Background: an optimization exercise with open tools, aiming at small area, a short achievable clock period and few clock cycles. Do not read the settings as production practice.
The RTL was checked by simulation tests, not by an equivalence proof against the original design.
No activity file was given, so power comes from the tool's default toggle rates.

==> flow/design.v <==
module divider(
	input wire [31:0] dividend,
	input wire [31:0] divisor,
	input clk,
	input rst,
	input start,
	output wire [31:0] quotient,
	output wire [31:0] remainder,
	output wire busy,
	output wire done
);
	reg [31:0] q;
	reg [31:0] r;
	reg [32:0] dn;        
	wire [32:0] d = ~dn;
	reg running;
	reg done_r;
	assign quotient = q;
	assign remainder = r;
	assign busy = running;
	assign done = done_r;
	function [5:0] lzc;
		input [31:0] x;
		reg [15:0] v1; reg [15:0] c1;
		reg [7:0] v2; reg [15:0] c2;
		reg [3:0] v3; reg [11:0] c3;
		reg [1:0] v4; reg [7:0] c4;
		reg v5; reg [4:0] c5;
		integer k;
		begin
			for (k = 0; k < 16; k = k + 1) begin
				v1[k] = x[2*k+1] | x[2*k];
				c1[k] = ~x[2*k+1];
			end
			for (k = 0; k < 8; k = k + 1) begin
				v2[k] = v1[2*k+1] | v1[2*k];
				c2[2*k+:2] = v1[2*k+1] ? {1'b0, c1[2*k+1]} : {1'b1, c1[2*k]};
			end
			for (k = 0; k < 4; k = k + 1) begin
				v3[k] = v2[2*k+1] | v2[2*k];
				c3[3*k+:3] = v2[2*k+1] ? {1'b0, c2[4*k+2+:2]} : {1'b1, c2[4*k+:2]};
			end
			for (k = 0; k < 2; k = k + 1) begin
				v4[k] = v3[2*k+1] | v3[2*k];
				c4[4*k+:4] = v3[2*k+1] ? {1'b0, c3[6*k+3+:3]} : {1'b1, c3[6*k+:3]};
			end
			v5 = v4[1] | v4[0];
			c5 = v4[1] ? {1'b0, c4[7:4]} : {1'b1, c4[3:0]};
			lzc = v5 ? {1'b0, c5} : 6'd32;
		end
	endfunction
	wire [5:0] za = lzc(dividend);
	wire [5:0] zb = lzc(divisor);
	wire b_zero = (divisor == 32'd0);
	wire b_one = (divisor == 32'd1);
	wire a_less = (za > zb);              
	wire [4:0] sh = zb[4:0] - za[4:0];    
	wire [32:0] s0 = {divisor, 1'b0};
	wire [32:0] s1 = sh[1] ? {s0[30:0], 2'b0} : s0;
	wire [32:0] s2 = sh[2] ? {s1[28:0], 4'b0} : s1;
	wire [32:0] s3 = sh[3] ? {s2[24:0], 8'b0} : s2;
	wire [32:0] s4 = sh[4] ? {s3[16:0], 16'b0} : s3;
	wire [32:0] sa_x = {1'b0, r};
	wire [32:0] sa_y = ~(d);
	wire [32:0] sa_p = sa_x ^ sa_y;
	wire [32:0] sa_g0 = sa_x & sa_y;
	wire sa_G0_0 = sa_g0[0] | (sa_p[0] & 1'b1);
	wire sa_G1_1 = sa_g0[1] | (sa_p[1] & sa_G0_0);
	wire sa_G1_3 = sa_g0[3] | (sa_p[3] & sa_g0[2]);
	wire sa_P1_3 = sa_p[3] & sa_p[2];
	wire sa_G1_5 = sa_g0[5] | (sa_p[5] & sa_g0[4]);
	wire sa_P1_5 = sa_p[5] & sa_p[4];
	wire sa_G1_7 = sa_g0[7] | (sa_p[7] & sa_g0[6]);
	wire sa_P1_7 = sa_p[7] & sa_p[6];
	wire sa_G1_9 = sa_g0[9] | (sa_p[9] & sa_g0[8]);
	wire sa_P1_9 = sa_p[9] & sa_p[8];
	wire sa_G1_11 = sa_g0[11] | (sa_p[11] & sa_g0[10]);
	wire sa_P1_11 = sa_p[11] & sa_p[10];
	wire sa_G1_13 = sa_g0[13] | (sa_p[13] & sa_g0[12]);
	wire sa_P1_13 = sa_p[13] & sa_p[12];
	wire sa_G1_15 = sa_g0[15] | (sa_p[15] & sa_g0[14]);
	wire sa_P1_15 = sa_p[15] & sa_p[14];
	wire sa_G1_17 = sa_g0[17] | (sa_p[17] & sa_g0[16]);
	wire sa_P1_17 = sa_p[17] & sa_p[16];
	wire sa_G1_19 = sa_g0[19] | (sa_p[19] & sa_g0[18]);
	wire sa_P1_19 = sa_p[19] & sa_p[18];
	wire sa_G1_21 = sa_g0[21] | (sa_p[21] & sa_g0[20]);
	wire sa_P1_21 = sa_p[21] & sa_p[20];
	wire sa_G1_23 = sa_g0[23] | (sa_p[23] & sa_g0[22]);
	wire sa_P1_23 = sa_p[23] & sa_p[22];
	wire sa_G1_25 = sa_g0[25] | (sa_p[25] & sa_g0[24]);
	wire sa_P1_25 = sa_p[25] & sa_p[24];
	wire sa_G1_27 = sa_g0[27] | (sa_p[27] & sa_g0[26]);
	wire sa_P1_27 = sa_p[27] & sa_p[26];
	wire sa_G1_29 = sa_g0[29] | (sa_p[29] & sa_g0[28]);
	wire sa_P1_29 = sa_p[29] & sa_p[28];
	wire sa_G1_31 = sa_g0[31] | (sa_p[31] & sa_g0[30]);
	wire sa_P1_31 = sa_p[31] & sa_p[30];
	wire sa_G2_2 = sa_g0[2] | (sa_p[2] & sa_G1_1);
	wire sa_G2_3 = sa_G1_3 | (sa_P1_3 & sa_G1_1);
	wire sa_G2_6 = sa_g0[6] | (sa_p[6] & sa_G1_5);
	wire sa_P2_6 = sa_p[6] & sa_P1_5;
	wire sa_G2_7 = sa_G1_7 | (sa_P1_7 & sa_G1_5);
	wire sa_P2_7 = sa_P1_7 & sa_P1_5;
	wire sa_G2_10 = sa_g0[10] | (sa_p[10] & sa_G1_9);
	wire sa_P2_10 = sa_p[10] & sa_P1_9;
	wire sa_G2_11 = sa_G1_11 | (sa_P1_11 & sa_G1_9);
	wire sa_P2_11 = sa_P1_11 & sa_P1_9;
	wire sa_G2_14 = sa_g0[14] | (sa_p[14] & sa_G1_13);
	wire sa_P2_14 = sa_p[14] & sa_P1_13;
	wire sa_G2_15 = sa_G1_15 | (sa_P1_15 & sa_G1_13);
	wire sa_P2_15 = sa_P1_15 & sa_P1_13;
	wire sa_G2_18 = sa_g0[18] | (sa_p[18] & sa_G1_17);
	wire sa_P2_18 = sa_p[18] & sa_P1_17;
	wire sa_G2_19 = sa_G1_19 | (sa_P1_19 & sa_G1_17);
	wire sa_P2_19 = sa_P1_19 & sa_P1_17;
	wire sa_G2_22 = sa_g0[22] | (sa_p[22] & sa_G1_21);
	wire sa_P2_22 = sa_p[22] & sa_P1_21;
	wire sa_G2_23 = sa_G1_23 | (sa_P1_23 & sa_G1_21);
	wire sa_P2_23 = sa_P1_23 & sa_P1_21;
	wire sa_G2_26 = sa_g0[26] | (sa_p[26] & sa_G1_25);
	wire sa_P2_26 = sa_p[26] & sa_P1_25;
	wire sa_G2_27 = sa_G1_27 | (sa_P1_27 & sa_G1_25);
	wire sa_P2_27 = sa_P1_27 & sa_P1_25;
	wire sa_G2_30 = sa_g0[30] | (sa_p[30] & sa_G1_29);
	wire sa_P2_30 = sa_p[30] & sa_P1_29;
	wire sa_G2_31 = sa_G1_31 | (sa_P1_31 & sa_G1_29);
	wire sa_P2_31 = sa_P1_31 & sa_P1_29;
	wire sa_G3_4 = sa_g0[4] | (sa_p[4] & sa_G2_3);
	wire sa_G3_5 = sa_G1_5 | (sa_P1_5 & sa_G2_3);
	wire sa_G3_6 = sa_G2_6 | (sa_P2_6 & sa_G2_3);
	wire sa_G3_7 = sa_G2_7 | (sa_P2_7 & sa_G2_3);
	wire sa_G3_12 = sa_g0[12] | (sa_p[12] & sa_G2_11);
	wire sa_P3_12 = sa_p[12] & sa_P2_11;
	wire sa_G3_13 = sa_G1_13 | (sa_P1_13 & sa_G2_11);
	wire sa_P3_13 = sa_P1_13 & sa_P2_11;
	wire sa_G3_14 = sa_G2_14 | (sa_P2_14 & sa_G2_11);
	wire sa_P3_14 = sa_P2_14 & sa_P2_11;
	wire sa_G3_15 = sa_G2_15 | (sa_P2_15 & sa_G2_11);
	wire sa_P3_15 = sa_P2_15 & sa_P2_11;
	wire sa_G3_20 = sa_g0[20] | (sa_p[20] & sa_G2_19);
	wire sa_P3_20 = sa_p[20] & sa_P2_19;
	wire sa_G3_21 = sa_G1_21 | (sa_P1_21 & sa_G2_19);
	wire sa_P3_21 = sa_P1_21 & sa_P2_19;
	wire sa_G3_22 = sa_G2_22 | (sa_P2_22 & sa_G2_19);
	wire sa_P3_22 = sa_P2_22 & sa_P2_19;
	wire sa_G3_23 = sa_G2_23 | (sa_P2_23 & sa_G2_19);
	wire sa_P3_23 = sa_P2_23 & sa_P2_19;
	wire sa_G3_28 = sa_g0[28] | (sa_p[28] & sa_G2_27);
	wire sa_P3_28 = sa_p[28] & sa_P2_27;
	wire sa_G3_29 = sa_G1_29 | (sa_P1_29 & sa_G2_27);
	wire sa_P3_29 = sa_P1_29 & sa_P2_27;
	wire sa_G3_30 = sa_G2_30 | (sa_P2_30 & sa_G2_27);
	wire sa_P3_30 = sa_P2_30 & sa_P2_27;
	wire sa_G3_31 = sa_G2_31 | (sa_P2_31 & sa_G2_27);
	wire sa_P3_31 = sa_P2_31 & sa_P2_27;
	wire sa_G4_8 = sa_g0[8] | (sa_p[8] & sa_G3_7);
	wire sa_G4_9 = sa_G1_9 | (sa_P1_9 & sa_G3_7);
	wire sa_G4_10 = sa_G2_10 | (sa_P2_10 & sa_G3_7);
	wire sa_G4_11 = sa_G2_11 | (sa_P2_11 & sa_G3_7);
	wire sa_G4_12 = sa_G3_12 | (sa_P3_12 & sa_G3_7);
	wire sa_G4_13 = sa_G3_13 | (sa_P3_13 & sa_G3_7);
	wire sa_G4_14 = sa_G3_14 | (sa_P3_14 & sa_G3_7);
	wire sa_G4_15 = sa_G3_15 | (sa_P3_15 & sa_G3_7);
	wire sa_G4_24 = sa_g0[24] | (sa_p[24] & sa_G3_23);
	wire sa_P4_24 = sa_p[24] & sa_P3_23;
	wire sa_G4_25 = sa_G1_25 | (sa_P1_25 & sa_G3_23);
	wire sa_P4_25 = sa_P1_25 & sa_P3_23;
	wire sa_G4_26 = sa_G2_26 | (sa_P2_26 & sa_G3_23);
	wire sa_P4_26 = sa_P2_26 & sa_P3_23;
	wire sa_G4_27 = sa_G2_27 | (sa_P2_27 & sa_G3_23);
	wire sa_P4_27 = sa_P2_27 & sa_P3_23;
	wire sa_G4_28 = sa_G3_28 | (sa_P3_28 & sa_G3_23);
	wire sa_P4_28 = sa_P3_28 & sa_P3_23;
	wire sa_G4_29 = sa_G3_29 | (sa_P3_29 & sa_G3_23);
	wire sa_P4_29 = sa_P3_29 & sa_P3_23;
	wire sa_G4_30 = sa_G3_30 | (sa_P3_30 & sa_G3_23);
	wire sa_P4_30 = sa_P3_30 & sa_P3_23;
	wire sa_G4_31 = sa_G3_31 | (sa_P3_31 & sa_G3_23);
	wire sa_P4_31 = sa_P3_31 & sa_P3_23;
	wire sa_G5_16 = sa_g0[16] | (sa_p[16] & sa_G4_15);
	wire sa_G5_17 = sa_G1_17 | (sa_P1_17 & sa_G4_15);
	wire sa_G5_18 = sa_G2_18 | (sa_P2_18 & sa_G4_15);
	wire sa_G5_19 = sa_G2_19 | (sa_P2_19 & sa_G4_15);
	wire sa_G5_20 = sa_G3_20 | (sa_P3_20 & sa_G4_15);
	wire sa_G5_21 = sa_G3_21 | (sa_P3_21 & sa_G4_15);
	wire sa_G5_22 = sa_G3_22 | (sa_P3_22 & sa_G4_15);
	wire sa_G5_23 = sa_G3_23 | (sa_P3_23 & sa_G4_15);
	wire sa_G5_24 = sa_G4_24 | (sa_P4_24 & sa_G4_15);
	wire sa_G5_25 = sa_G4_25 | (sa_P4_25 & sa_G4_15);
	wire sa_G5_26 = sa_G4_26 | (sa_P4_26 & sa_G4_15);
	wire sa_G5_27 = sa_G4_27 | (sa_P4_27 & sa_G4_15);
	wire sa_G5_28 = sa_G4_28 | (sa_P4_28 & sa_G4_15);
	wire sa_G5_29 = sa_G4_29 | (sa_P4_29 & sa_G4_15);
	wire sa_G5_30 = sa_G4_30 | (sa_P4_30 & sa_G4_15);
	wire sa_G5_31 = sa_G4_31 | (sa_P4_31 & sa_G4_15);
	wire sa_G6_32 = sa_g0[32] | (sa_p[32] & sa_G5_31);
	wire [32:0] sa_cv = {sa_G5_31, sa_G5_30, sa_G5_29, sa_G5_28, sa_G5_27, sa_G5_26, sa_G5_25, sa_G5_24, sa_G5_23, sa_G5_22, sa_G5_21, sa_G5_20, sa_G5_19, sa_G5_18, sa_G5_17, sa_G5_16, sa_G4_15, sa_G4_14, sa_G4_13, sa_G4_12, sa_G4_11, sa_G4_10, sa_G4_9, sa_G4_8, sa_G3_7, sa_G3_6, sa_G3_5, sa_G3_4, sa_G2_3, sa_G2_2, sa_G1_1, sa_G0_0, 1'b1};
	wire [32:0] sa_d = sa_p ^ sa_cv;
	wire sa_c = sa_G6_32;
	wire ge1 = sa_c;
	wire [31:0] r1 = ge1 ? sa_d[31:0] : r;
	wire [31:0] sb_x = r1;
	wire [31:0] sb_y = ~(d[32:1]);
	wire [31:0] sb_p = sb_x ^ sb_y;
	wire [31:0] sb_g0 = sb_x & sb_y;
	wire sb_G0_0 = sb_g0[0] | (sb_p[0] & 1'b1);
	wire sb_G1_1 = sb_g0[1] | (sb_p[1] & sb_G0_0);
	wire sb_G1_3 = sb_g0[3] | (sb_p[3] & sb_g0[2]);
	wire sb_P1_3 = sb_p[3] & sb_p[2];
	wire sb_G1_5 = sb_g0[5] | (sb_p[5] & sb_g0[4]);
	wire sb_P1_5 = sb_p[5] & sb_p[4];
	wire sb_G1_7 = sb_g0[7] | (sb_p[7] & sb_g0[6]);
	wire sb_P1_7 = sb_p[7] & sb_p[6];
	wire sb_G1_9 = sb_g0[9] | (sb_p[9] & sb_g0[8]);
	wire sb_P1_9 = sb_p[9] & sb_p[8];
	wire sb_G1_11 = sb_g0[11] | (sb_p[11] & sb_g0[10]);
	wire sb_P1_11 = sb_p[11] & sb_p[10];
	wire sb_G1_13 = sb_g0[13] | (sb_p[13] & sb_g0[12]);
	wire sb_P1_13 = sb_p[13] & sb_p[12];
	wire sb_G1_15 = sb_g0[15] | (sb_p[15] & sb_g0[14]);
	wire sb_P1_15 = sb_p[15] & sb_p[14];
	wire sb_G1_17 = sb_g0[17] | (sb_p[17] & sb_g0[16]);
	wire sb_P1_17 = sb_p[17] & sb_p[16];
	wire sb_G1_19 = sb_g0[19] | (sb_p[19] & sb_g0[18]);
	wire sb_P1_19 = sb_p[19] & sb_p[18];
	wire sb_G1_21 = sb_g0[21] | (sb_p[21] & sb_g0[20]);
	wire sb_P1_21 = sb_p[21] & sb_p[20];
	wire sb_G1_23 = sb_g0[23] | (sb_p[23] & sb_g0[22]);
	wire sb_P1_23 = sb_p[23] & sb_p[22];
	wire sb_G1_25 = sb_g0[25] | (sb_p[25] & sb_g0[24]);
	wire sb_P1_25 = sb_p[25] & sb_p[24];
	wire sb_G1_27 = sb_g0[27] | (sb_p[27] & sb_g0[26]);
	wire sb_P1_27 = sb_p[27] & sb_p[26];
	wire sb_G1_29 = sb_g0[29] | (sb_p[29] & sb_g0[28]);
	wire sb_P1_29 = sb_p[29] & sb_p[28];
	wire sb_G1_31 = sb_g0[31] | (sb_p[31] & sb_g0[30]);
	wire sb_P1_31 = sb_p[31] & sb_p[30];
	wire sb_G2_2 = sb_g0[2] | (sb_p[2] & sb_G1_1);
	wire sb_G2_3 = sb_G1_3 | (sb_P1_3 & sb_G1_1);
	wire sb_G2_6 = sb_g0[6] | (sb_p[6] & sb_G1_5);
	wire sb_P2_6 = sb_p[6] & sb_P1_5;
	wire sb_G2_7 = sb_G1_7 | (sb_P1_7 & sb_G1_5);
	wire sb_P2_7 = sb_P1_7 & sb_P1_5;
	wire sb_G2_10 = sb_g0[10] | (sb_p[10] & sb_G1_9);
	wire sb_P2_10 = sb_p[10] & sb_P1_9;
	wire sb_G2_11 = sb_G1_11 | (sb_P1_11 & sb_G1_9);
	wire sb_P2_11 = sb_P1_11 & sb_P1_9;
	wire sb_G2_14 = sb_g0[14] | (sb_p[14] & sb_G1_13);
	wire sb_P2_14 = sb_p[14] & sb_P1_13;
	wire sb_G2_15 = sb_G1_15 | (sb_P1_15 & sb_G1_13);
	wire sb_P2_15 = sb_P1_15 & sb_P1_13;
	wire sb_G2_18 = sb_g0[18] | (sb_p[18] & sb_G1_17);
	wire sb_P2_18 = sb_p[18] & sb_P1_17;
	wire sb_G2_19 = sb_G1_19 | (sb_P1_19 & sb_G1_17);
	wire sb_P2_19 = sb_P1_19 & sb_P1_17;
	wire sb_G2_22 = sb_g0[22] | (sb_p[22] & sb_G1_21);
	wire sb_P2_22 = sb_p[22] & sb_P1_21;
	wire sb_G2_23 = sb_G1_23 | (sb_P1_23 & sb_G1_21);
	wire sb_P2_23 = sb_P1_23 & sb_P1_21;
	wire sb_G2_26 = sb_g0[26] | (sb_p[26] & sb_G1_25);
	wire sb_P2_26 = sb_p[26] & sb_P1_25;
	wire sb_G2_27 = sb_G1_27 | (sb_P1_27 & sb_G1_25);
	wire sb_P2_27 = sb_P1_27 & sb_P1_25;
	wire sb_G2_30 = sb_g0[30] | (sb_p[30] & sb_G1_29);
	wire sb_P2_30 = sb_p[30] & sb_P1_29;
	wire sb_G2_31 = sb_G1_31 | (sb_P1_31 & sb_G1_29);
	wire sb_P2_31 = sb_P1_31 & sb_P1_29;
	wire sb_G3_4 = sb_g0[4] | (sb_p[4] & sb_G2_3);
	wire sb_G3_5 = sb_G1_5 | (sb_P1_5 & sb_G2_3);
	wire sb_G3_6 = sb_G2_6 | (sb_P2_6 & sb_G2_3);
	wire sb_G3_7 = sb_G2_7 | (sb_P2_7 & sb_G2_3);
	wire sb_G3_12 = sb_g0[12] | (sb_p[12] & sb_G2_11);
	wire sb_P3_12 = sb_p[12] & sb_P2_11;
	wire sb_G3_13 = sb_G1_13 | (sb_P1_13 & sb_G2_11);
	wire sb_P3_13 = sb_P1_13 & sb_P2_11;
	wire sb_G3_14 = sb_G2_14 | (sb_P2_14 & sb_G2_11);
	wire sb_P3_14 = sb_P2_14 & sb_P2_11;
	wire sb_G3_15 = sb_G2_15 | (sb_P2_15 & sb_G2_11);
	wire sb_P3_15 = sb_P2_15 & sb_P2_11;
	wire sb_G3_20 = sb_g0[20] | (sb_p[20] & sb_G2_19);
	wire sb_P3_20 = sb_p[20] & sb_P2_19;
	wire sb_G3_21 = sb_G1_21 | (sb_P1_21 & sb_G2_19);
	wire sb_P3_21 = sb_P1_21 & sb_P2_19;
	wire sb_G3_22 = sb_G2_22 | (sb_P2_22 & sb_G2_19);
	wire sb_P3_22 = sb_P2_22 & sb_P2_19;
	wire sb_G3_23 = sb_G2_23 | (sb_P2_23 & sb_G2_19);
	wire sb_P3_23 = sb_P2_23 & sb_P2_19;
	wire sb_G3_28 = sb_g0[28] | (sb_p[28] & sb_G2_27);
	wire sb_P3_28 = sb_p[28] & sb_P2_27;
	wire sb_G3_29 = sb_G1_29 | (sb_P1_29 & sb_G2_27);
	wire sb_P3_29 = sb_P1_29 & sb_P2_27;
	wire sb_G3_30 = sb_G2_30 | (sb_P2_30 & sb_G2_27);
	wire sb_P3_30 = sb_P2_30 & sb_P2_27;
	wire sb_G3_31 = sb_G2_31 | (sb_P2_31 & sb_G2_27);
	wire sb_P3_31 = sb_P2_31 & sb_P2_27;
	wire sb_G4_8 = sb_g0[8] | (sb_p[8] & sb_G3_7);
	wire sb_G4_9 = sb_G1_9 | (sb_P1_9 & sb_G3_7);
	wire sb_G4_10 = sb_G2_10 | (sb_P2_10 & sb_G3_7);
	wire sb_G4_11 = sb_G2_11 | (sb_P2_11 & sb_G3_7);
	wire sb_G4_12 = sb_G3_12 | (sb_P3_12 & sb_G3_7);
	wire sb_G4_13 = sb_G3_13 | (sb_P3_13 & sb_G3_7);
	wire sb_G4_14 = sb_G3_14 | (sb_P3_14 & sb_G3_7);
	wire sb_G4_15 = sb_G3_15 | (sb_P3_15 & sb_G3_7);
	wire sb_G4_24 = sb_g0[24] | (sb_p[24] & sb_G3_23);
	wire sb_P4_24 = sb_p[24] & sb_P3_23;
	wire sb_G4_25 = sb_G1_25 | (sb_P1_25 & sb_G3_23);
	wire sb_P4_25 = sb_P1_25 & sb_P3_23;
	wire sb_G4_26 = sb_G2_26 | (sb_P2_26 & sb_G3_23);
	wire sb_P4_26 = sb_P2_26 & sb_P3_23;
	wire sb_G4_27 = sb_G2_27 | (sb_P2_27 & sb_G3_23);
	wire sb_P4_27 = sb_P2_27 & sb_P3_23;
	wire sb_G4_28 = sb_G3_28 | (sb_P3_28 & sb_G3_23);
	wire sb_P4_28 = sb_P3_28 & sb_P3_23;
	wire sb_G4_29 = sb_G3_29 | (sb_P3_29 & sb_G3_23);
	wire sb_P4_29 = sb_P3_29 & sb_P3_23;
	wire sb_G4_30 = sb_G3_30 | (sb_P3_30 & sb_G3_23);
	wire sb_P4_30 = sb_P3_30 & sb_P3_23;
	wire sb_G4_31 = sb_G3_31 | (sb_P3_31 & sb_G3_23);
	wire sb_P4_31 = sb_P3_31 & sb_P3_23;
	wire sb_G5_16 = sb_g0[16] | (sb_p[16] & sb_G4_15);
	wire sb_G5_17 = sb_G1_17 | (sb_P1_17 & sb_G4_15);
	wire sb_G5_18 = sb_G2_18 | (sb_P2_18 & sb_G4_15);
	wire sb_G5_19 = sb_G2_19 | (sb_P2_19 & sb_G4_15);
	wire sb_G5_20 = sb_G3_20 | (sb_P3_20 & sb_G4_15);
	wire sb_G5_21 = sb_G3_21 | (sb_P3_21 & sb_G4_15);
	wire sb_G5_22 = sb_G3_22 | (sb_P3_22 & sb_G4_15);
	wire sb_G5_23 = sb_G3_23 | (sb_P3_23 & sb_G4_15);
	wire sb_G5_24 = sb_G4_24 | (sb_P4_24 & sb_G4_15);
	wire sb_G5_25 = sb_G4_25 | (sb_P4_25 & sb_G4_15);
	wire sb_G5_26 = sb_G4_26 | (sb_P4_26 & sb_G4_15);
	wire sb_G5_27 = sb_G4_27 | (sb_P4_27 & sb_G4_15);
	wire sb_G5_28 = sb_G4_28 | (sb_P4_28 & sb_G4_15);
	wire sb_G5_29 = sb_G4_29 | (sb_P4_29 & sb_G4_15);
	wire sb_G5_30 = sb_G4_30 | (sb_P4_30 & sb_G4_15);
	wire sb_G5_31 = sb_G4_31 | (sb_P4_31 & sb_G4_15);
	wire [31:0] sb_cv = {sb_G5_30, sb_G5_29, sb_G5_28, sb_G5_27, sb_G5_26, sb_G5_25, sb_G5_24, sb_G5_23, sb_G5_22, sb_G5_21, sb_G5_20, sb_G5_19, sb_G5_18, sb_G5_17, sb_G5_16, sb_G4_15, sb_G4_14, sb_G4_13, sb_G4_12, sb_G4_11, sb_G4_10, sb_G4_9, sb_G4_8, sb_G3_7, sb_G3_6, sb_G3_5, sb_G3_4, sb_G2_3, sb_G2_2, sb_G1_1, sb_G0_0, 1'b1};
	wire [31:0] sb_d = sb_p ^ sb_cv;
	wire sb_c = sb_G5_31;
	wire ge2 = sb_c;
	wire [31:0] r2 = ge2 ? sb_d : r1;
	always @(posedge clk)
		dn <= running ? {2'b11, dn[32:2]} : ~s4;
	wire trivial = b_zero | b_one | a_less;
	wire [31:0] mark = 32'h40000000 >> {sh[4:1], 1'b0};
	wire acc = ~running & start;
	wire hold = ~running & ~start;
	always @(posedge clk) begin
		r <= ({32{acc}} & dividend & {32{~b_one}}) | ({32{running}} & r2) | ({32{hold}} & r);
		q <= ({32{acc}} & ({32{b_zero}} | (dividend & {32{b_one}}) | (mark & {32{~trivial}})))
			| ({32{running}} & {q[29:0], ge1, ge2}) | ({32{hold}} & q);
	end
	always @(posedge clk) begin
		if (rst) begin
			running <= 1'b0;
			done_r <= 1'b0;
		end
		else if (!running) begin
			if (start) begin
				running <= ~trivial;
				done_r <= trivial;
			end
		end
		else if (q[30]) begin
			running <= 1'b0;
			done_r <= 1'b1;
		end
	end
endmodule
==> flow/flow/run.sh <==
#!/bin/bash
set -euo pipefail
export BUFFER_PORTS_ARGS="-buffer_cell sky130_fd_sc_hd__buf_1"
export CTS_ARGS="-sink_clustering_enable -repair_clock_nets -dont_use_dummy_load"
bash standard.sh > standard_flow.log 2>&1
==> flow/constraint.sdc <==
create_clock -name core_clock -period 8.0 [get_ports {clk}]
set_input_delay 1.6000 -clock core_clock [delete_from_list [all_inputs] [get_ports {clk}]]
set_output_delay 1.6000 -clock core_clock [all_outputs]
set_load 0.01 [all_outputs]
==> flow/standard.sh <==
#!/bin/bash
# synth_recipe.tcl (not shown) runs the flow's synth.tcl, then flattens the netlist and writes it again
# the make line also repeats each setting of config.mk as NAME=value (left out here)
make -C /OpenROAD-flow-scripts/flow DESIGN_CONFIG=/design/flow/config.mk WORK_HOME=/design/flow/orfs CLKGATE_MAP_FILE= SYNTH_SCRIPT=/design/flow/synth_recipe.tcl "${@:-finish}"
==> flow/config.mk <==
export PLATFORM = sky130hd
export DESIGN_NAME = divider
export DESIGN_NICKNAME = divider
export VERILOG_FILES = /design/flow/design.v
export SDC_FILE = /design/flow/constraint.sdc
export NUM_CORES = 4
export LEC_CHECK = 0
export CAP_MARGIN = 20
export CORE_MARGIN = 2
export CORE_UTILIZATION = 40
export PLACE_DENSITY = 0.6
export SETUP_SLACK_MARGIN = 2.5
export SLEW_MARGIN = 20
==> results of run 1 <==
==> cells in the final DEF, fill, tap and decap left out, drive strengths merged, types with 7 or more instances in the layout <==
cell and count:
fa 11, a221oi 17, nand4 9, xor2 25
buf 190, mux2 17, a22o 12, nand3 20
nor4 13, a31oi 7, a221o 26, clkbuf 18
inv 50, ha 72, nand2 90, o31ai 8
dfxtp 99, a21o 25, o21ai 102, o211ai 8
nor2b 18, nor3 9, nand2b 40, a222oi 7
a22oi 13, xnor2 27, a211oi 22, mux2i 50
a21oi 105, nor2 66
==> cells by family after synthesis <==
| group | synth area share, % |
|---|---|
| adders and majority gates | 12.6 |
| DFF | 22.3 |
| and+or+nand+nor | 16.3 |
| AOI/OAI and AO/OA | 30.3 |
| buffers and inverters | 4.84 |
| xor gates and xnor gates | 5.03 |
| muxes | 8.56 |
==> worst min-delay path, cell delays in order, from the launching register on <==
cell                      delay [ns]
sky130_fd_sc_hd__dfxtp_1        0.35
sky130_fd_sc_hd__nand2_1        0.07
sky130_fd_sc_hd__nand2_1        0.04
==> through the flow <==
step                      std cells  total power (W)  hold WS [ns]
after CTS                      1503          0.00467         0.510
after global placement         1472          0.00404         0.496
final                          1536          0.00507         0.502
after global routing           1536          0.00546         0.521
after floorplan                1103          0.00324         0.449
after detailed placement       1472          0.00404         0.499
==> final timing paths <==
kind / start / end / slack (ns) / depth (start not counted)
min: dn[12] / dn[10] / 0.50 / 2
min reg2reg: dn[12] / dn[10] / 0.50 / 2
max reg2reg: r[0] / r[7] / 2.54 / 24
max: r[0] / r[7] / 2.54 / 24
==> state kept, by name, indices dropped and copies added, names as in the netlist <==
register and flops:
dn 33, q 32, r 32, done_r 1
running 1
==> area by class of cell <==
| class | instances | area share (%) |
|---|---|---|
| flip-flops and latches | 99 | 18.2 |
| clock buffers | 9 | 2.06 |
| repair buffers | 199 | 10.4 |
| multi-input cells | 899 | 64.4 |
| inverters | 50 | 1.72 |
| well taps | 280 | 3.21 |
==> routing by layer <==
metal  track usage, %  share of wire (%)  up-vias
met5                0                  0        -
met4             10.4                4.2        0
met3             3.26                6.4       71
met2             42.1                 45      356
met1             35.9                 44     4436
li1                 -                  -     4430
==> repair_timing <==
item	4_1_cts	5_1_grt
setup endpoints to repair	65	70
pin swaps	14	21
hold buffers	0	0
setup buffers	19	28
endpoints found under the hold margin	0	0
gates resized for setup	26	95
cloned	3	5
==> power by group <==
part	switching, W	total (W)	leakage [nW]	internal, W
sequential	0.000231	0.000878	0.821	0.000648
clock	0.000182	0.000381	0.111	0.000199
combinational	0.00210	0.00381	3.46	0.00171
total	0.00251	0.00507	4.39	0.00256
==> results_tabular.tex, run 1 <==
\begin{tabular}{lr}
\hline
Metric & Value \\
\hline
\multicolumn{2}{l}{\textbf{Worst setup path}} \\
\quad Sum of buffers and inverters on the critical path & 5 \\
\quad Crit start category & flip-flop \\
\quad Critical path fanouts, max & 6 \\
\quad Cell class contributing the biggest share of worst-path delay & compound AO/OA/AOI/OAI gates \\
\quad Most common cell on crit path & sky130\_fd\_sc\_hd\_\_buf\_4 \\
\quad Arrival time reported for the critical path endpoint & 5.69 ns \\
\quad CP Capture Type & flip-flop \\
\quad Required time at the worst-slack endpoint & 8.23 ns \\
\quad Crit path kind & flip-flop to flip-flop \\
\quad Highest cell delay on the worst timing path & 0.48 ns \\
\quad Ordered cell list for the critical path & inv\_1 -> ha\_1 -> fa\_2 -> nand2b\_4 -> a211oi\_4 -> o21ai\_4 -> a211oi\_2 -> buf\_4 -> a211oi\_4 -> a21oi\_4 -> buf\_12 -> mux2\_4 -> ha\_1 -> nand2\_2 -> o21ai\_2 -> a221oi\_2 -> o211ai\_1 -> nand3\_2 -> a21oi\_4 -> nor3\_4 -> buf\_4 -> buf\_4 -> a222oi\_1 -> o21ai\_1 \\
\quad CP max-delay cell & sky130\_fd\_sc\_hd\_\_o211ai\_1 \\
\multicolumn{2}{l}{\textbf{Timing}} \\
\quad Worst-Margin Slew & 0.660 ns \\
\quad Worst-case clock skew & 0.0180 ns \\
\quad Total of endpoints with negative setup slack in the final report & 0 \\
\quad Clock period minus worst slack & 5.46 ns \\
\quad Slew margin rel. & 55.9\% \\
\quad Total negative slack & 0 ns \\
\quad Min setup slack post-route & 2.54 ns \\
\quad Max-slew violation count & 0 \\
\quad FMAX & 0.183 GHz \\
\quad Unrepaired setup endpoints after global routing & true \\
\quad Fin crit share & 68.3\% \\
\quad Number of hold violations in the final report & 0 \\
\multicolumn{2}{l}{\textbf{Global route}} \\
\quad Initial antenna violation count & 0 \\
\quad Final global-route overflow total & 0 \\
\quad GRT Overall Usage & 26.2\% \\
\quad Number of global-route vias before repair & 8422 \\
\quad Pin count of the biggest net entering global routing & 64 \\
\quad First-pass GRT wire length & 48.1 mm \\
\multicolumn{2}{l}{\textbf{Die}} \\
\quad Starting Density & 40.7\% \\
\quad Die height & 153 um \\
\quad Total Die Area & 0.0234 mm2 \\
\quad Top-level I/O count & 133 \\
\quad Number of standard-cell rows in the floorplan & 54 \\
\quad Standard cell core area & 0.0218 mm2 \\
\quad Die Wd & 153 um \\
\multicolumn{2}{l}{\textbf{Routing}} \\
\quad TritonRoute pass-1 iters & 5 \\
\quad Remaining routing DRC violations & 0 \\
\quad Number of antenna-violating nets in the routed design & 0 \\
\quad Routed Wire Length & 32.9 mm \\
\quad First-iteration detailed-routing DRC count & 663 \\
\quad Overall via count from detail\_route & 9293 \\
\quad Vias per cell & 6.05 \\
\quad Post-detailed-route wirelength per cell & 21.4 um \\
\multicolumn{2}{l}{\textbf{Synth}} \\
\quad Count of flip-flops with a built-in enable after synthesis & 0 \\
\quad Number of cells produced by synthesis & 1103 \\
\quad Count of different cell masters after synthesis & 73 \\
\quad Main flop type after synthesis & sky130\_fd\_sc\_hd\_\_dfxtp\_1 \\
\quad Cell type contributing the most total cell area after synthesis & sky130\_fd\_sc\_hd\_\_dfxtp\_1 \\
\quad Most common library cells after synthesis & sky130\_fd\_sc\_hd\_\_a21oi\_1, sky130\_fd\_sc\_hd\_\_dfxtp\_1, sky130\_fd\_sc\_hd\_\_o21ai\_0 \\
\quad Synth area leaders & sky130\_fd\_sc\_hd\_\_dfxtp\_1, sky130\_fd\_sc\_hd\_\_ha\_1, sky130\_fd\_sc\_hd\_\_a21oi\_1 \\
\quad Most common cell in the synthesized netlist & sky130\_fd\_sc\_hd\_\_a21oi\_1 \\
\quad Post-synth design cell area & 0.00888 mm2 \\
\quad Flop and latch count out of synthesis & 99 \\
\quad Share of synthesized registers carrying an async set or reset & 0\% \\
\quad Proportion of synthesized chip area in sequential cells & 22.3\% \\
\quad Number of warnings reported in the yosys synthesis log & 1 \\
\quad Post-synthesis area per instance & 8.05 um2 \\
\quad Post-synth net total & 1253 \\
\quad Yosys top cell area share & 22.3\% \\
\multicolumn{2}{l}{\textbf{Clocking}} \\
\quad Clock-pin slew of the registers on the worst-case setup and hold paths & 0.07 ns \\
\quad Clock buffers created by TritonCTS & 9 \\
\quad Clock latency at the later pin of the worst-skew pair & 0.35 ns \\
\quad TritonCTS clock tree & built \\
\quad Clk buf depth & 2 \\
\quad Clock Tree Root & sky130\_fd\_sc\_hd\_\_clkbuf\_16 \\
\quad Sinks on Clock Net & 99 \\
\quad H-tree level count & 3 \\
\multicolumn{2}{l}{\textbf{Finish}} \\
\quad Count of inserted antenna diode cells & 0 \\
\quad End-of-flow core utilization & 50.0\% \\
\quad Area added between synthesis and finish & 23.0\% \\
\quad Multi-input gate area & 0.00703 mm2 \\
\quad Ratio of cells with drive above 1 in the final layout & 15.8\% \\
\quad Post-route cell area & 0.0109 mm2 \\
\quad Final net count & 1408 \\
\quad Area occupied by registers & 0.00199 mm2 \\
\quad Filler instances & 2134 \\
\multicolumn{2}{l}{\textbf{Place}} \\
\quad DP Area & 0.00965 mm2 \\
\quad Total of buffers placed on input and output ports & 132 \\
\quad Pre-CTS setup slack & 1.31 ns \\
\quad Hpwl dp & 23.8 mm \\
\quad GPL Wtd Cong & 0.936 \\
\multicolumn{2}{l}{\textbf{Power and ir drop}} \\
\quad Power per cell area & 464 mW/mm2 \\
\quad Peak VDD IR & 208 uV \\
\quad Leakage power & 4.39 nW \\
\multicolumn{2}{l}{\textbf{Run}} \\
\quad Max Cap Violations & 0 \\
\multicolumn{2}{l}{\textbf{Status}} \\
\quad Outcome & timing/DRC/antenna clean \\
\multicolumn{2}{l}{\textbf{Hold path}} \\
\quad Hold/Removal Path Class & flip-flop to flip-flop \\
\hline
\end{tabular}
Testbench counts, summed over its fixed seeds: cycles 5,255.
==> run 2: changes to the inputs <==
--- a/flow/config.mk
+++ b/flow/config.mk
@@ -7,7 +7,7 @@
 export LEC_CHECK = 0
 export CAP_MARGIN = 20
 export CORE_MARGIN = 2
-export CORE_UTILIZATION = 40
-export PLACE_DENSITY = 0.6
+export CORE_UTILIZATION = 60
+export PLACE_DENSITY = 0.65
 export SETUP_SLACK_MARGIN = 2.5
 export SLEW_MARGIN = 20
==> run 2 against run 1 <==
- largest power group unchanged
- routed wire length fell by 5.1%
- sequential power shrank 2.5%
- flip-flop and latch count did not move
- critical endpoint is now dn[26]
- area after synthesis stayed put
- non-clock buffer count down 15
==> results_tabular.tex, run 2 <==
\begin{tabular}{lr}
\hline
Metric & Value \\
\hline
\multicolumn{2}{l}{\textbf{Die}} \\
\quad Total Die Area & 0.0158 mm2 \\
\quad Number of standard-cell rows in the floorplan & 44 \\
\quad Die Wd & 126 um \\
\quad Top-level I/O count & 133 \\
\quad Starting Density & 61.3\% \\
\quad Die height & 126 um \\
\quad Standard cell core area & 0.0145 mm2 \\
\multicolumn{2}{l}{\textbf{Timing}} \\
\quad Total of endpoints with negative setup slack in the final report & 0 \\
\quad Total negative slack & 0 ns \\
\quad Final hold slack & 0.494 ns \\
\quad Clock period minus worst slack & 5.43 ns \\
\quad Fin crit share & 67.9\% \\
\quad Number of hold violations in the final report & 0 \\
\quad Slew margin rel. & 25.9\% \\
\quad Max-slew violation count & 0 \\
\quad Unrepaired setup endpoints after global routing & true \\
\quad Worst-Margin Slew & 1.11 ns \\
\quad FMAX & 0.184 GHz \\
\quad Worst-case clock skew & 0.0146 ns \\
\multicolumn{2}{l}{\textbf{Clocking}} \\
\quad Sinks on Clock Net & 99 \\
\quad Clk buf depth & 2 \\
\quad Clock-pin slew of the registers on the worst-case setup and hold paths & 0.07 ns \\
\quad H-tree level count & 3 \\
\quad Clock latency at the later pin of the worst-skew pair & 0.36 ns \\
\quad Clock buffers created by TritonCTS & 9 \\
\quad Cts-stage hold buffer count & 0 \\
\quad Clock Tree Root & sky130\_fd\_sc\_hd\_\_clkbuf\_16 \\
\quad TritonCTS clock tree & built \\
\multicolumn{2}{l}{\textbf{Global route}} \\
\quad Initial antenna violation count & 0 \\
\quad Number of global-route vias before repair & 8424 \\
\quad Final global-route overflow total & 0 \\
\quad Pin count of the biggest net entering global routing & 67 \\
\quad GRT Overall Usage & 37.6\% \\
\quad First-pass GRT wire length & 46.8 mm \\
\multicolumn{2}{l}{\textbf{Worst setup path}} \\
\quad Crit start category & primary input \\
\quad Highest cell delay on the worst timing path & 0.56 ns \\
\quad Arrival time reported for the critical path endpoint & 5.65 ns \\
\quad Crit path kind & primary input to flip-flop \\
\quad Ordered cell list for the critical path & buf\_1 -> or4\_4 -> nor2\_2 -> nand3\_1 -> or2\_4 -> nand2b\_1 -> a211oi\_1 -> o21ai\_1 -> ha\_1 -> inv\_1 -> fa\_2 -> xor2\_4 -> buf\_12 -> nor2\_1 -> a31oi\_2 -> a21oi\_1 -> o21ai\_0 \\
\quad Cell class contributing the biggest share of worst-path delay & simple AND/OR/NAND/NOR gates \\
\quad Required time at the worst-slack endpoint & 8.22 ns \\
\quad CP Capture Type & flip-flop \\
\quad CP max-delay cell & sky130\_fd\_sc\_hd\_\_or4\_4 \\
\quad Critical path fanouts, max & 16 \\
\quad Sum of buffers and inverters on the critical path & 3 \\
\multicolumn{2}{l}{\textbf{Place}} \\
\quad Hpwl dp & 22.5 mm \\
\quad DP Area & 0.00951 mm2 \\
\quad GPL Wtd Cong & 0.950 \\
\quad Total of buffers placed on input and output ports & 132 \\
\multicolumn{2}{l}{\textbf{Finish}} \\
\quad Filler instances & 1147 \\
\quad Area occupied by registers & 0.00200 mm2 \\
\quad Area added between synthesis and finish & 19.2\% \\
\quad Ratio of cells with drive above 1 in the final layout & 13.6\% \\
\quad Registers with the highest flip-flop counts & dn (33), q (32), r (32) \\
\quad Most common cell after layout, fill and taps aside & sky130\_fd\_sc\_hd\_\_buf\_1 \\
\quad Multi-input gate area & 0.00692 mm2 \\
\quad Post-route cell area & 0.0106 mm2 \\
\quad Commonest non-fill, non-tap cells in the layout & sky130\_fd\_sc\_hd\_\_buf\_1, sky130\_fd\_sc\_hd\_\_a21oi\_1, sky130\_fd\_sc\_hd\_\_dfxtp\_1 \\
\quad Count of inserted antenna diode cells & 0 \\
\quad Final net count & 1392 \\
\quad Top reg by flops & dn \\
\quad Flip-flop count of the largest register after layout & 33 \\
\multicolumn{2}{l}{\textbf{Routing}} \\
\quad Remaining routing DRC violations & 0 \\
\quad First-iteration detailed-routing DRC count & 978 \\
\quad Vias per cell & 6.60 \\
\quad TritonRoute pass-1 iters & 6 \\
\quad Routed Wire Length & 31.2 mm \\
\quad Post-detailed-route wirelength per cell & 21.9 um \\
\quad Overall via count from detail\_route & 9399 \\
\quad Number of antenna-violating nets in the routed design & 0 \\
\multicolumn{2}{l}{\textbf{Synth}} \\
\quad Post-synthesis area per instance & 8.05 um2 \\
\quad Compound-gate portion of the synthesized area & 30.3\% \\
\quad Fraction of the mapped netlist area in simple logic gates & 16.3\% \\
\quad Dominant combinational cell family by area after synthesis & compound AO/OA/AOI/OAI gates \\
\quad Number of warnings reported in the yosys synthesis log & 1 \\
\quad Post-synth net total & 1253 \\
\quad Yosys top cell area share & 22.3\% \\
\quad Main flop type after synthesis & sky130\_fd\_sc\_hd\_\_dfxtp\_1 \\
\quad Xor and xnor fraction of the mapped netlist area & 5.03\% \\
\quad Synth area leaders & sky130\_fd\_sc\_hd\_\_dfxtp\_1, sky130\_fd\_sc\_hd\_\_ha\_1, sky130\_fd\_sc\_hd\_\_a21oi\_1 \\
\quad Number of cells produced by synthesis & 1103 \\
\quad Flop and latch count out of synthesis & 99 \\
\quad Share of synthesized area spent on multiplexers & 8.56\% \\
\quad Count of flip-flops with a built-in enable after synthesis & 0 \\
\quad Cell type contributing the most total cell area after synthesis & sky130\_fd\_sc\_hd\_\_dfxtp\_1 \\
\quad Most common cell in the synthesized netlist & sky130\_fd\_sc\_hd\_\_a21oi\_1 \\
\quad Proportion of synthesized chip area in sequential cells & 22.3\% \\
\quad Share of synthesized registers carrying an async set or reset & 0\% \\
\quad Most common library cells after synthesis & sky130\_fd\_sc\_hd\_\_a21oi\_1, sky130\_fd\_sc\_hd\_\_dfxtp\_1, sky130\_fd\_sc\_hd\_\_o21ai\_0 \\
\quad Count of different cell masters after synthesis & 73 \\
\quad Adder-cell share of the synthesized area & 12.6\% \\
\quad Post-synth design cell area & 0.00888 mm2 \\
\multicolumn{2}{l}{\textbf{Power and ir drop}} \\
\quad Leakage power & 4.29 nW \\
\quad Power consumption & 0.00501 W \\
\quad Power per cell area & 474 mW/mm2 \\
\quad Peak VDD IR & 332 uV \\
\multicolumn{2}{l}{\textbf{Hold path}} \\
\quad Hold/Removal Path Class & flip-flop to flip-flop \\
\multicolumn{2}{l}{\textbf{Run}} \\
\quad Max Cap Violations & 0 \\
\multicolumn{2}{l}{\textbf{Status}} \\
\quad Outcome & timing/DRC/antenna clean \\
\hline
\end{tabular}
[run 2: cell counts after synthesis]
Identical to the previous run, type by type.
[run 2: what timing repair did]
item                       4_1_cts  5_1_grt
cloned                           2        3
pin swaps                       12       33
setup endpoints to repair       64       67
resized for setup               30       78
buffers inserted                13       24
[run 2: routing by layer]
| layer | up-vias | wire length [um] | track usage [%] |
|---|---|---|---|
| met5 | - | 0 | 0 |
| met4 | 0 | 1410 | 15.4 |
| met3 | 81 | 3070 | 5.65 |
| met2 | 511 | 13600 | 56.6 |
| met1 | 4404 | 13100 | 53.9 |
| li1 | 4403 | - | - |
[run 2: area by class of cell]
class                   instances  area share, %
multi-input cells             898           65.4
repair buffers                184           9.59
inverters                      50           1.77
well taps                     184           2.18
clock buffers                   9           2.13
flip-flops and latches         99           18.9
[run 2: worst register-to-register path, cell delays in order, from the launching register on]
cell and delay (ns):
sky130_fd_sc_hd__dfxtp_4 0.37, sky130_fd_sc_hd__inv_1 0.04, sky130_fd_sc_hd__ha_1 0.20, sky130_fd_sc_hd__fa_2 0.36, sky130_fd_sc_hd__nand2b_4 0.17, sky130_fd_sc_hd__a211oi_4 0.27
sky130_fd_sc_hd__o21ai_4 0.13, sky130_fd_sc_hd__a211oi_4 0.29, sky130_fd_sc_hd__a211oi_4 0.14, sky130_fd_sc_hd__a21oi_4 0.33, sky130_fd_sc_hd__buf_6 0.15, sky130_fd_sc_hd__mux2_2 0.34
sky130_fd_sc_hd__ha_2 0.20, sky130_fd_sc_hd__a21o_1 0.18, sky130_fd_sc_hd__a21o_1 0.17, sky130_fd_sc_hd__a221o_1 0.36, sky130_fd_sc_hd__a221o_1 0.34, sky130_fd_sc_hd__a31oi_4 0.22
sky130_fd_sc_hd__a21o_1 0.20, sky130_fd_sc_hd__buf_4 0.13, sky130_fd_sc_hd__a21oi_4 0.05, sky130_fd_sc_hd__buf_4 0.17, sky130_fd_sc_hd__a32oi_1 0.23, sky130_fd_sc_hd__o221ai_1 0.16
[run 2: final timing paths]
path              slack, ns      to  startpoint  cells past startpoint
setup / recovery       2.57  dn[26]  divisor[8]                     17
hold / removal         0.49  dn[10]      dn[12]                      2
setup reg to reg       2.65   r[21]        r[0]                     23
hold reg to reg        0.49  dn[10]      dn[12]                      2
[run 2: power by group]
| part | total (W) | internal (W) | switching [W] |
|---|---|---|---|
| clock network | 0.000380 | 0.000199 | 0.000181 |
| registers | 0.000856 | 0.000650 | 0.000206 |
| logic | 0.00377 | 0.00166 | 0.00212 |
[run 2: logic make-up (layout without fill, tap and decap cells)]
group	Yosys count	after routing
AOI/OAI and AO/OA	399	400
and+or+nand+nor	294	294
buffers and inverters	108	243
DFF	99	99
adders and majority gates	83	83
muxes	69	69
xor gates and xnor gates	51	52
[run 2: per-stage QoR]
step	worst slack, ns	util [%]	std cells
3_3_place_gp	1.54	65.6	1373
2_1_floorplan	2.68	-	1103
5_1_grt	2.43	73.0	1424
4_1_cts	2.49	69.1	1397
6_report	2.57	73.0	1424
3_5_place_dp	1.36	65.6	1373
==> run 3: changes to the inputs <==
--- a/flow/config.mk
+++ b/flow/config.mk
@@ -7,7 +7,7 @@
 export LEC_CHECK = 0
 export CAP_MARGIN = 20
 export CORE_MARGIN = 2
-export CORE_UTILIZATION = 60
-export PLACE_DENSITY = 0.65
-export SETUP_SLACK_MARGIN = 2.5
+export CORE_UTILIZATION = 50
+export PLACE_DENSITY = 0.6
+export SETUP_SLACK_MARGIN = 2.25
 export SLEW_MARGIN = 20
==> run 3 against run 2 <==
- via count fell by 3.9%
- clock power about the same
- routed wire length down 0.48%
- non-clock buffer count decreased by 22
- global-route usage fell by 5.5 points
- final area shrank 3.7%
- total power fell by 5.7%
==> results_tabular.tex, run 3 <==
\begin{tabular}{lr}
\hline
Metric & Value \\
\hline
\multicolumn{2}{l}{\textbf{Power and ir drop}} \\
\quad Leakage power & 4.14 nW \\
\quad Power per cell area & 464 mW/mm2 \\
\quad Clock power frac & 8.0\% \\
\quad Switching Power & 0.00239 W \\
\quad Sw Ratio & 50.5\% \\
\quad Power share of the sequential group & 18.0\% \\
\quad Peak VDD IR & 233 uV \\
\quad Internal & 0.00234 W \\
\quad Fraction of power consumed by combinational cells & 74.1\% \\
\multicolumn{2}{l}{\textbf{Synth}} \\
\quad Post-synth net total & 1253 \\
\quad Count of different cell masters after synthesis & 73 \\
\quad Main flop type after synthesis & sky130\_fd\_sc\_hd\_\_dfxtp\_1 \\
\quad Number of warnings reported in the yosys synthesis log & 1 \\
\quad Fraction of the mapped netlist area in simple logic gates & 16.3\% \\
\quad Dominant combinational cell family by area after synthesis & compound AO/OA/AOI/OAI gates \\
\quad Most common cell in the synthesized netlist & sky130\_fd\_sc\_hd\_\_a21oi\_1 \\
\quad Post-synth design cell area & 0.00888 mm2 \\
\quad Flop and latch count out of synthesis & 99 \\
\quad Yosys top cell area share & 22.3\% \\
\quad Compound-gate portion of the synthesized area & 30.3\% \\
\quad Xor and xnor fraction of the mapped netlist area & 5.03\% \\
\quad Cell type contributing the most total cell area after synthesis & sky130\_fd\_sc\_hd\_\_dfxtp\_1 \\
\quad Most common library cells after synthesis & sky130\_fd\_sc\_hd\_\_a21oi\_1, sky130\_fd\_sc\_hd\_\_dfxtp\_1, sky130\_fd\_sc\_hd\_\_o21ai\_0 \\
\quad Share of synthesized area spent on multiplexers & 8.56\% \\
\quad Post-synthesis area per instance & 8.05 um2 \\
\quad Share of synthesized registers carrying an async set or reset & 0\% \\
\quad Adder-cell share of the synthesized area & 12.6\% \\
\quad Synth area leaders & sky130\_fd\_sc\_hd\_\_dfxtp\_1, sky130\_fd\_sc\_hd\_\_ha\_1, sky130\_fd\_sc\_hd\_\_a21oi\_1 \\
\quad Number of cells produced by synthesis & 1103 \\
\quad Count of flip-flops with a built-in enable after synthesis & 0 \\
\quad Proportion of synthesized chip area in sequential cells & 22.3\% \\
\multicolumn{2}{l}{\textbf{Routing}} \\
\quad TritonRoute pass-1 iters & 6 \\
\quad Remaining routing DRC violations & 0 \\
\quad Overall via count from detail\_route & 9029 \\
\quad Post-detailed-route wirelength per cell & 21.6 um \\
\quad Number of antenna-violating nets in the routed design & 0 \\
\quad Routed Wire Length & 31.1 mm \\
\quad Vias per cell & 6.26 \\
\quad First-iteration detailed-routing DRC count & 688 \\
\multicolumn{2}{l}{\textbf{Finish}} \\
\quad Filler instances & 1722 \\
\quad Ratio of cells with drive above 1 in the final layout & 8.63\% \\
\quad Registers with the highest flip-flop counts & dn (33), q (32), r (32) \\
\quad Most common cell after layout, fill and taps aside & sky130\_fd\_sc\_hd\_\_buf\_1 \\
\quad Top reg by flops & dn \\
\quad Area added between synthesis and finish & 14.7\% \\
\quad Count of inserted antenna diode cells & 0 \\
\quad Commonest non-fill, non-tap cells in the layout & sky130\_fd\_sc\_hd\_\_buf\_1, sky130\_fd\_sc\_hd\_\_a21oi\_1, sky130\_fd\_sc\_hd\_\_dfxtp\_1 \\
\quad Post-route cell area & 0.0102 mm2 \\
\quad Final net count & 1369 \\
\quad Flip-flop count of the largest register after layout & 33 \\
\multicolumn{2}{l}{\textbf{Global route}} \\
\quad Pin count of the biggest net entering global routing & 65 \\
\quad Final global-route overflow total & 0 \\
\quad Initial antenna violation count & 0 \\
\quad First-pass GRT wire length & 45.7 mm \\
\quad Number of global-route vias before repair & 7997 \\
\quad GRT Overall Usage & 32.1\% \\
\multicolumn{2}{l}{\textbf{Timing}} \\
\quad Clock period minus worst slack & 5.54 ns \\
\quad Worst-case clock skew & 0.0185 ns \\
\quad Slew margin rel. & 22.5\% \\
\quad FMAX & 0.181 GHz \\
\quad Unrepaired setup endpoints after global routing & false \\
\quad Max-slew violation count & 0 \\
\quad Total of endpoints with negative setup slack in the final report & 0 \\
\quad Number of hold violations in the final report & 0 \\
\quad Total negative slack & 0 ns \\
\quad Fin crit share & 69.3\% \\
\quad Worst-Margin Slew & 1.16 ns \\
\multicolumn{2}{l}{\textbf{Place}} \\
\quad GPL Wtd Cong & 0.885 \\
\quad DP Area & 0.00958 mm2 \\
\quad Total of buffers placed on input and output ports & 132 \\
\quad Hpwl dp & 23.9 mm \\
\multicolumn{2}{l}{\textbf{Worst setup path}} \\
\quad Required time at the worst-slack endpoint & 8.22 ns \\
\quad Arrival time reported for the critical path endpoint & 5.76 ns \\
\quad Start point of the critical path & r[0] \\
\quad Crit path kind & flip-flop to flip-flop \\
\quad Endpoint of the worst-slack reg-to-reg timing path & r[26] \\
\quad CP Capture Type & flip-flop \\
\quad Worst r2r src & r[0] \\
\quad Worst r2r path cells & 23 \\
\quad Critical path fanouts, max & 10 \\
\quad Register-to-register setup slack & 2.46 ns \\
\quad Capture point of the critical path & r[26] \\
\quad Crit start category & flip-flop \\
\multicolumn{2}{l}{\textbf{Die}} \\
\quad Die height & 137 um \\
\quad Die Wd & 137 um \\
\quad Number of standard-cell rows in the floorplan & 48 \\
\quad Total Die Area & 0.0188 mm2 \\
\quad Starting Density & 51.3\% \\
\quad Standard cell core area & 0.0173 mm2 \\
\quad Top-level I/O count & 133 \\
\multicolumn{2}{l}{\textbf{Clocking}} \\
\quad Clock-pin slew of the registers on the worst-case setup and hold paths & 0.07 ns \\
\quad Clk buf depth & 2 \\
\quad Clock Tree Root & sky130\_fd\_sc\_hd\_\_clkbuf\_16 \\
\quad H-tree level count & 3 \\
\quad Cts-stage hold buffer count & 0 \\
\quad Sinks on Clock Net & 99 \\
\quad TritonCTS clock tree & built \\
\quad Clock latency at the later pin of the worst-skew pair & 0.34 ns \\
\quad Clock buffers created by TritonCTS & 9 \\
\multicolumn{2}{l}{\textbf{Hold path}} \\
\quad Hold/Removal Path Class & flip-flop to flip-flop \\
\multicolumn{2}{l}{\textbf{Run}} \\
\quad Max Cap Violations & 0 \\
\multicolumn{2}{l}{\textbf{Status}} \\
\quad Outcome & timing/DRC/antenna clean \\
\hline
\end{tabular}
-- run 3: power by group through the flow --
stage	combinational (W)	clock, W	sequential (W)
finish	0.00350	0.000377	0.000849
CTS	0.00326	0.000386	0.000840
global route	0.00385	0.000402	0.000865
floorplan	0.00242	0	0.000819
global placement	0.00319	0	0.000856
detailed placement	0.00319	0	0.000850
-- run 3: worst min path at each step --
stage | start | endpoint | depth (start not counted)
global placement | done_r | done_r | 2
CTS | done_r | done_r | 2
detailed placement | done_r | done_r | 2
floorplan | dn[12] | dn[10] | 2
global route | done_r | done_r | 2
finish | dn[11] | dn[9] | 2
-- run 3: cell type report --
class,count,area (um2),share of cell area (%)
Tap cell,225,282,2.76
Timing Repair Buffer,162,773,7.59
Sequential cell,99,1990,19.5
Multi-Input combinational cell,897,6730,66.1
Clock buffer,9,225,2.21
Inverter,50,188,1.84
-- run 3: logic make-up after synthesis --
logic type | Yosys count
fa+ha+maj | 83
buf+inv | 108
simple gates | 294
xor+xnor | 51
compound gates | 399
mux | 69
flops | 99
-- run 3: routing by layer --
layer	share of wire, %	vias up	GRT usage, %
met5	0	-	0
met4	2.9	0	11.0
met3	7.7	49	5.45
met2	44	351	49.0
met1	46	4284	45.6
li1	-	4345	-
-- run 3: repair_timing --
action                     CTS  global route
cloned                       0             1
gates resized for setup      8            36
setup endpoints to repair   33            66
pin swaps                    4            15
buffers inserted             4            11
-- run 3: through the flow --
stage | hold slack [ns] | std cells | power [W] | util (%) | setup slack, ns
finish | 0.497 | 1442 | 0.00473 | 58.9 | 2.46
floorplan | 0.449 | 1103 | 0.00324 | - | 2.50
global route | 0.536 | 1442 | 0.00512 | 58.9 | 2.18
CTS | 0.494 | 1430 | 0.00448 | 57.1 | 2.27
detailed placement | 0.485 | 1417 | 0.00404 | 55.4 | 1.50
global placement | 0.483 | 1417 | 0.00405 | 55.4 | 1.69
-- run 3: worst max-delay path, cell delays in order (launching register included) --
cell,delay (ns)
sky130_fd_sc_hd__dfxtp_1,0.37
sky130_fd_sc_hd__inv_1,0.06
sky130_fd_sc_hd__ha_1,0.21
sky130_fd_sc_hd__fa_1,0.42
sky130_fd_sc_hd__nand2b_4,0.19
sky130_fd_sc_hd__a211oi_4,0.30
sky130_fd_sc_hd__o21ai_4,0.12
sky130_fd_sc_hd__a211oi_4,0.35
sky130_fd_sc_hd__a211oi_4,0.15
sky130_fd_sc_hd__a21o_4,0.28
sky130_fd_sc_hd__a21oi_1,0.20
sky130_fd_sc_hd__ha_1,0.17
sky130_fd_sc_hd__inv_1,0.05
sky130_fd_sc_hd__fa_2,0.39
sky130_fd_sc_hd__a211oi_2,0.25
sky130_fd_sc_hd__o21ai_2,0.13
sky130_fd_sc_hd__o311ai_2,0.25
sky130_fd_sc_hd__o211ai_1,0.29
sky130_fd_sc_hd__buf_4,0.23
sky130_fd_sc_hd__a21o_1,0.21
sky130_fd_sc_hd__a21o_1,0.21
sky130_fd_sc_hd__a21oi_1,0.17
sky130_fd_sc_hd__xnor2_1,0.08
sky130_fd_sc_hd__a221o_1,0.32
==> run 4: changes to the inputs <==
--- a/flow/config.mk
+++ b/flow/config.mk
@@ -9,5 +9,5 @@
 export CORE_MARGIN = 2
 export CORE_UTILIZATION = 50
 export PLACE_DENSITY = 0.6
-export SETUP_SLACK_MARGIN = 2.25
+export SETUP_SLACK_MARGIN = 2.75
 export SLEW_MARGIN = 20
==> run 4 against run 3 <==
- first-iteration DRC count increased by 39%
- area after synthesis unchanged
- routed wire length increased by 9.6%
- global-route usage increased by 2.0 points
- combinational power increased by 23%
- sequential power increased by 7.2%
- via count increased by 6.1%
- total power increased by 18%
- largest power group unchanged
==> results_tabular.tex, run 4 <==
\begin{tabular}{lr}
\hline
Metric & Value \\
\hline
\multicolumn{2}{l}{\textbf{Status}} \\
\quad Outcome & timing/DRC/antenna clean \\
\multicolumn{2}{l}{\textbf{Synth}} \\
\quad Post-synthesis area per instance & 8.05 um2 \\
\quad Most common cell in the synthesized netlist & sky130\_fd\_sc\_hd\_\_a21oi\_1 \\
\quad Count of flip-flops with a built-in enable after synthesis & 0 \\
\quad Yosys top cell area share & 22.3\% \\
\quad Cell type contributing the most total cell area after synthesis & sky130\_fd\_sc\_hd\_\_dfxtp\_1 \\
\quad Proportion of synthesized chip area in sequential cells & 22.3\% \\
\quad Synth area leaders & sky130\_fd\_sc\_hd\_\_dfxtp\_1, sky130\_fd\_sc\_hd\_\_ha\_1, sky130\_fd\_sc\_hd\_\_a21oi\_1 \\
\quad Post-synth net total & 1253 \\
\quad Count of different cell masters after synthesis & 73 \\
\quad Share of synthesized registers carrying an async set or reset & 0\% \\
\quad Flop and latch count out of synthesis & 99 \\
\quad Number of warnings reported in the yosys synthesis log & 1 \\
\quad Most common library cells after synthesis & sky130\_fd\_sc\_hd\_\_a21oi\_1, sky130\_fd\_sc\_hd\_\_dfxtp\_1, sky130\_fd\_sc\_hd\_\_o21ai\_0 \\
\quad Post-synth design cell area & 0.00888 mm2 \\
\quad Number of cells produced by synthesis & 1103 \\
\quad Main flop type after synthesis & sky130\_fd\_sc\_hd\_\_dfxtp\_1 \\
\multicolumn{2}{l}{\textbf{Place}} \\
\quad Pre-CTS setup slack & 1.71 ns \\
\quad DP Area & 0.00959 mm2 \\
\quad Total of buffers placed on input and output ports & 132 \\
\quad GPL Wtd Cong & 0.970 \\
\quad Hpwl dp & 24.2 mm \\
\multicolumn{2}{l}{\textbf{Routing}} \\
\quad Vias per cell & 6.39 \\
\quad Overall via count from detail\_route & 9580 \\
\quad Number of antenna-violating nets in the routed design & 0 \\
\quad TritonRoute pass-1 iters & 6 \\
\quad First-iteration detailed-routing DRC count & 954 \\
\quad Post-detailed-route wirelength per cell & 22.7 um \\
\quad Remaining routing DRC violations & 0 \\
\quad Routed Wire Length & 34.1 mm \\
\multicolumn{2}{l}{\textbf{Finish}} \\
\quad Top reg by flops & dn \\
\quad Ratio of cells with drive above 1 in the final layout & 23.1\% \\
\quad Most common cell after layout, fill and taps aside & sky130\_fd\_sc\_hd\_\_buf\_1 \\
\quad Post-route cell area & 0.0115 mm2 \\
\quad Commonest non-fill, non-tap cells in the layout & sky130\_fd\_sc\_hd\_\_buf\_1, sky130\_fd\_sc\_hd\_\_a21oi\_1, sky130\_fd\_sc\_hd\_\_nand2\_1 \\
\quad Filler instances & 1499 \\
\quad Area occupied by registers & 0.00203 mm2 \\
\quad Multi-input gate area & 0.00742 mm2 \\
\quad Final net count & 1426 \\
\quad Registers with the highest flip-flop counts & dn (33), q (32), r (32) \\
\quad Area added between synthesis and finish & 29.2\% \\
\quad Count of inserted antenna diode cells & 0 \\
\quad Flip-flop count of the largest register after layout & 33 \\
\multicolumn{2}{l}{\textbf{Timing}} \\
\quad Max-slew violation count & 0 \\
\quad Worst-case clock skew & 0.0214 ns \\
\quad FMAX & 0.190 GHz \\
\quad Total negative slack & 0 ns \\
\quad Worst-Margin Slew & 1.11 ns \\
\quad Unrepaired setup endpoints after global routing & true \\
\quad Clock period minus worst slack & 5.28 ns \\
\quad Slew margin rel. & 26.1\% \\
\quad Total of endpoints with negative setup slack in the final report & 0 \\
\quad Number of hold violations in the final report & 0 \\
\quad Min setup slack post-route & 2.72 ns \\
\quad Fin crit share & 66.0\% \\
\multicolumn{2}{l}{\textbf{Clocking}} \\
\quad TritonCTS clock tree & built \\
\quad Clock buffers created by TritonCTS & 9 \\
\quad Sinks on Clock Net & 99 \\
\quad H-tree level count & 3 \\
\quad Clock Tree Root & sky130\_fd\_sc\_hd\_\_clkbuf\_16 \\
\quad Clk buf depth & 2 \\
\quad Cts-stage hold buffer count & 0 \\
\quad Clock-pin slew of the registers on the worst-case setup and hold paths & 0.07 ns \\
\quad Clock latency at the later pin of the worst-skew pair & 0.36 ns \\
\multicolumn{2}{l}{\textbf{Global route}} \\
\quad Final global-route overflow total & 0 \\
\quad Initial antenna violation count & 0 \\
\quad First-pass GRT wire length & 48.3 mm \\
\quad Pin count of the biggest net entering global routing & 72 \\
\quad Number of global-route vias before repair & 8228 \\
\quad GRT Overall Usage & 34.0\% \\
\multicolumn{2}{l}{\textbf{Power and ir drop}} \\
\quad Power per cell area & 487 mW/mm2 \\
\quad Peak VDD IR & 292 uV \\
\quad Switching Power & 0.00274 W \\
\quad Clock power frac & 6.9\% \\
\quad Internal & 0.00284 W \\
\quad Leakage power & 4.54 nW \\
\quad Power share of the sequential group & 16.3\% \\
\quad Fraction of power consumed by combinational cells & 76.8\% \\
\quad Power consumption & 0.00559 W \\
\quad Sw Ratio & 49.1\% \\
\multicolumn{2}{l}{\textbf{Worst setup path}} \\
\quad Required time at the worst-slack endpoint & 8.25 ns \\
\quad Crit start category & flip-flop \\
\quad Highest cell delay on the worst timing path & 0.37 ns \\
\quad CP Capture Type & flip-flop \\
\quad Cell class contributing the biggest share of worst-path delay & compound AO/OA/AOI/OAI gates \\
\quad Arrival time reported for the critical path endpoint & 5.52 ns \\
\quad Sum of buffers and inverters on the critical path & 6 \\
\quad Crit path kind & flip-flop to flip-flop \\
\quad Critical path fanouts, max & 6 \\
\quad CP max-delay cell & sky130\_fd\_sc\_hd\_\_a221o\_1 \\
\quad Most common cell on crit path & sky130\_fd\_sc\_hd\_\_a211oi\_4 \\
\quad Register-to-register setup slack & 2.72 ns \\
\multicolumn{2}{l}{\textbf{Die}} \\
\quad Die height & 137 um \\
\quad Top-level I/O count & 133 \\
\quad Number of standard-cell rows in the floorplan & 48 \\
\quad Total Die Area & 0.0188 mm2 \\
\quad Starting Density & 51.3\% \\
\quad Die Wd & 137 um \\
\quad Standard cell core area & 0.0173 mm2 \\
\multicolumn{2}{l}{\textbf{Run}} \\
\quad Max Cap Violations & 0 \\
\multicolumn{2}{l}{\textbf{Hold path}} \\
\quad Hold/Removal Path Class & flip-flop to flip-flop \\
\hline
\end{tabular}
[run 4: cell counts after synthesis]
No cell type changed its count.
[run 4: cell type report]
cell class | instances | area share [%]
inverters | 50 | 1.64
repair buffers | 218 | 11.5
clock buffers | 9 | 1.96
flip-flops and latches | 99 | 17.7
well taps | 225 | 2.46
multi-input cells | 898 | 64.7
[run 4: power by group through the flow]
stage | sequential, W | combinational (W) | clock (W)
floorplan | 0.000819 | 0.00243 | 0
global placement | 0.000864 | 0.00320 | 0
detailed placement | 0.000862 | 0.00320 | 0
CTS | 0.000860 | 0.00364 | 0.000385
global route | 0.000925 | 0.00462 | 0.000406
finish | 0.000910 | 0.00429 | 0.000383
[run 4: worst min-delay path: stages (launching register included)]
cell,delay [ns]
sky130_fd_sc_hd__dfxtp_1,0.31
sky130_fd_sc_hd__nor2_1,0.10
sky130_fd_sc_hd__nor3_1,0.05
[run 4: final timing paths]
check,cells after the start,from,endpoint
worst max register to register,25,r[0],r[22]
worst max-delay path,25,r[0],r[22]
worst min-delay path,2,done_r,done_r
worst min register to register,2,done_r,done_r
[run 4: cell families after synthesis]
| logic type | share of synthesized area (%) |
|---|---|
| compound gates | 30.3 |
| mux | 8.56 |
| buf+inv | 4.84 |
| simple gates | 16.3 |
| xor+xnor | 5.03 |
| flops | 22.3 |
| fa+ha+maj | 12.6 |
[run 4: what timing repair did]
item / CTS / global route
gates resized for setup: 74 / 167
setup buffers: 34 / 36
endpoints found under the setup margin: 79 / 79
gates cloned: 1 / 2
pin swaps: 22 / 53
[run 4: per-layer routing]
metal | GRT usage, % | wire length, um | vias up
met5 | 0 | 0 | -
met4 | 12.5 | 1510 | 0
met3 | 4.49 | 2770 | 86
met2 | 52.4 | 14800 | 487
met1 | 48.5 | 14900 | 4536
li1 | - | - | 4471
[run 4: through the flow]
step / hold slack (ns) / utilization [%] / instances
6_report: 0.504 / 66.3 / 1499
5_1_grt: 0.523 / 66.3 / 1499
4_1_cts: 0.504 / 60.7 / 1461
3_5_place_dp: 0.492 / 55.4 / 1417
3_3_place_gp: 0.494 / 55.4 / 1417
2_1_floorplan: 0.449 / - / 1103

[port drivers added, routing unchanged]
In the flow no input, the clock included, has a driving cell. The finished layouts below were timed again as built, in two steps. Step 1: set_driving_cell puts a clkbuf_16 on clk and a buf_2 on each other input, an assumption about the parent block. Step 2 times the ports against the registers' clock, not the clock port: input delays grow and output delays shrink by t, the midpoint of the rising clock arrivals with the driver on. Slacks: no drivers / after step 1 / after step 2; pairs: no drivers / after step 1.
run	t, ns	setup slack, ns	hold WS [ns]	worst setup path at the end	worst slew at a driven data input, ns
run 1	0.392	2.539 / 2.539 / 2.267	0.502 / 0.502 / 0.502	input to register	0.06
run 2	0.393	2.569 / 2.593 / 2.200	0.494 / 0.494 / 0.494	input to register	0.06
run 3	0.383	2.460 / 2.460 / 2.147	0.497 / 0.497 / 0.497	input to register	0.06
run 4	0.396	2.724 / 2.724 / 2.428	0.504 / 0.504 / 0.504	input to register	0.05
After both steps every run listed still meets setup and hold. For run 2, which loses most, drivers alone change the setup slack by +0.024 ns; drivers and shift together by -0.369 ns.
